This is an optimization exercise on Yosys and OpenROAD, whose aim is small area, a short achievable clock period and few clock cycles, not a production implementation.
RTL that was checked went through simulation tests only; none was proved equivalent to the original.
No activity file was given, so power comes from the tool's default toggle rates.

== rev 12 ==
// ATCONV
module  ATCONV(
	input		clk,
	input		reset,
	output	reg	busy,
	input		ready,
	output reg	[11:0]	iaddr,
	input signed [12:0]	idata,
	output	reg 	cwr,
	output  reg	[11:0]	caddr_wr,
	output reg 	[12:0] 	cdata_wr,
	output	 	crd,
	output 	[11:0] 	caddr_rd,
	input 	[12:0] 	cdata_rd,
	output reg 	csel
	);
For scale: roughly 810 cells after synthesis, ~210 flip-flops, roughly 82 I/O pins.
export LEC_CHECK = 0
export CAP_MARGIN = 20
export CORE_MARGIN = 2
export CORE_UTILIZATION = 40
export PLACE_DENSITY = 0.6
export SETUP_SLACK_MARGIN = 2.7
export SLEW_MARGIN = 20
create_clock -name core_clock -period 5.0 [get_ports {clk}]
run.sh (not shown) runs the stock make flow with config.mk's settings and CLKGATE_MAP_FILE= SYNTH_SCRIPT=/design/flow/synth_recipe.tcl, a recipe that flattens the netlist after the stock synthesis.
Testbench counts of rev 12, summed over its fixed seeds: cycles 199,952.
Edits applied to the flow inputs when going from rev 12 to rev 13:
--- a/flow/design.v
+++ b/flow/design.v
@@ -78,41 +78,38 @@
 	end
 end
 reg [12:7] din_h;
 reg        fl_lo, fl_hi;
 always @(posedge clk) begin
 	din <= idata;
 	din_h <= din[12:7];
 	fl_lo <= c_fl;
 	fl_hi <= fl_lo;
 end
-reg  [11:0] sf0, sf1, sf2, sf3;
-wire [12:0] sx1 = {1'b1, sf1};
-wire [12:0] sx3 = {1'b1, sf3};
+reg  [12:0] sf0, sf1, sf2, sf3;
 reg  [12:0] pf0, pf1, pf2, pf3;
-reg  [11:0] acc_s;
-reg  [12:0] acc_c, acc_o;
+reg  [12:0] acc_s, acc_c, acc_o;
 reg         cy_s, cy_c, cy_o;   
 wire [12:0] sterm = p2 ? {2'b0, din[12:2]} : {4'b0, din[12:4]};
 wire [12:0] nsterm = ~sterm;
 wire [12:0] cterm = p2 ? din : ~{3'b0, din[12:3]};
-wire [12:0] left  = fl_lo ? sx3 : sx1;
+wire [12:0] left  = fl_lo ? sf3 : sf1;
 wire [12:0] o_add = ~fl_lo ? nsterm :
-                    p1 ? (vm1 ? sx3 : sx1) :
+                    p1 ? (vm1 ? sf3 : sf1) :
                     p2 ? NBIAS : 13'd0;
 wire [12:0] dh      = {din_h, 7'd0};
 wire [12:0] sterm_h = p0 ? {2'b0, dh[12:2]} : {4'b0, dh[12:4]};
 wire [12:0] nsterm_h = ~sterm_h;
 wire [12:0] cterm_h = p0 ? dh : ~{3'b0, dh[12:3]};
-wire [12:0] left_h  = fl_hi ? sx3 : sx1;
+wire [12:0] left_h  = fl_hi ? sf3 : sf1;
 wire [12:0] o_add_h = ~fl_hi ? nsterm_h :
-                      p2 ? (vm1 ? sx3 : sx1) : 13'd0;
+                      p2 ? (vm1 ? sf3 : sf1) : 13'd0;
 function [7:0] add7;
 	input [6:0] a, b;
 	input       ci;
 	reg   [6:0] p, gg, pp;
 	integer     k, i, j;
 	begin
 		p  = a ^ b;
 		gg = a & b;
 		gg[0] = gg[0] | (p[0] & ci);
 		pp = p;
@@ -142,40 +139,40 @@
 					j = ((i >> k) << k) - 1;
 					gg[i] = gg[i] | (pp[i] & gg[j]);
 					pp[i] = pp[i] & pp[j];
 				end
 		add6 = p ^ {gg[4:0], ci};
 	end
 endfunction
 wire [7:0] s_lo = add7(p1 ? BIAS[6:0] : acc_s[6:0], nsterm[6:0], 1'b1);
 wire [7:0] c_lo = add7(p1 ? left[6:0] : acc_c[6:0], cterm[6:0], ~p2);
 wire [7:0] o_lo = add7(p1 ? pf1[6:0] : acc_o[6:0], o_add[6:0], ~fl_lo);
-wire [4:0] s_hi = (p2 ? BIAS[11:7] : acc_s[11:7]) + nsterm_h[11:7] + {4'd0, cy_s};
+wire [5:0] s_hi = add6(p2 ? BIAS[12:7] : acc_s[12:7], nsterm_h[12:7], cy_s);
 wire [5:0] c_hi = add6(p2 ? left_h[12:7] : acc_c[12:7], cterm_h[12:7], cy_c);
 wire [5:0] o_hi = add6(p2 ? pf1[12:7] : acc_o[12:7], o_add_h[12:7], cy_o);
 always @(posedge clk) begin
 	{cy_s, acc_s[6:0]} <= s_lo;
 	{cy_c, acc_c[6:0]} <= c_lo;
 	{cy_o, acc_o[6:0]} <= o_lo;
-	acc_s[11:7] <= s_hi;
+	acc_s[12:7] <= s_hi;
 	acc_c[12:7] <= c_hi;
 	acc_o[12:7] <= o_hi;
 end
 wire finish = busy & p1;
 wire finish_h = busy & p2;
 always @(posedge clk) begin
 	if (finish) begin
 		sf0[6:0] <= sf1[6:0]; sf1[6:0] <= sf2[6:0]; sf2[6:0] <= sf3[6:0]; sf3[6:0] <= acc_s[6:0];
 		pf0[6:0] <= pf1[6:0]; pf1[6:0] <= pf2[6:0]; pf2[6:0] <= pf3[6:0]; pf3[6:0] <= acc_c[6:0];
 	end
 	if (finish_h) begin
-		sf0[11:7] <= sf1[11:7]; sf1[11:7] <= sf2[11:7]; sf2[11:7] <= sf3[11:7]; sf3[11:7] <= acc_s[11:7];
+		sf0[12:7] <= sf1[12:7]; sf1[12:7] <= sf2[12:7]; sf2[12:7] <= sf3[12:7]; sf3[12:7] <= acc_s[12:7];
 		pf0[12:7] <= pf1[12:7]; pf1[12:7] <= pf2[12:7]; pf2[12:7] <= pf3[12:7]; pf3[12:7] <= acc_c[12:7];
 	end
 end
 reg  [11:0] mx;
 reg         wr0_h, l1;
 wire        wr0 = finish & f_valid2 & ~ending;
 wire [11:0] l0v = acc_o[12] ? 12'd0 : {acc_o[11:7], cdata_wr[6:0]};
 always @(posedge clk) begin
 	if (reset) begin
 		cwr <= 1'b0;
## What came out
Rev 12: all stages complete, timing, DRC and antenna checks passed. Both conditions hold for rev 13: the flow ran to the end and the final layout passed the timing, DRC and antenna checks. Diff rev 13..rev 12 | post-detailed-route DRC marker count | unchanged. Compared with rev 12, in rev 13 clock share of power now sits at about the same level, final layout net count now sits at about the same level, aggregate global-route resource usage now sits at about the same level, number of cells in the design after placement now sits higher.
No functional check of the RTL was part of rev 13.

==> re-timing with driven ports <==
The flow's constraints put no driver on any port. The routed layouts listed below were extracted and timed again, unchanged, in two steps. Step 1 assumes that a clkbuf_16 drives the clock port and a buf_2 every other input. Step 2 also shifts input and output timing later by t, the mid clock arrival at the registers, as if the neighbouring blocks saw the same clock. Slacks: no drivers / after step 1 / after step 2; pairs: no drivers / after step 1.
| run | shift t [ns] | slack for setup (ns) | clock arrival spread, ns | worst slew at a driven data input, ns |
|---|---|---|---|---|
| rev 12 | 0.546 | 2.592 / 2.592 / 2.373 | 0.022 / 0.022 | 0.03 |
| rev 13 | 0.540 | 2.578 / 2.578 / 2.310 | 0.009 / 0.008 | 0.03 |
After both steps setup and hold are still met in every run listed. The setup slack of rev 13, which loses most, moves by 0.000 ns with the drivers and by -0.268 ns with both steps.
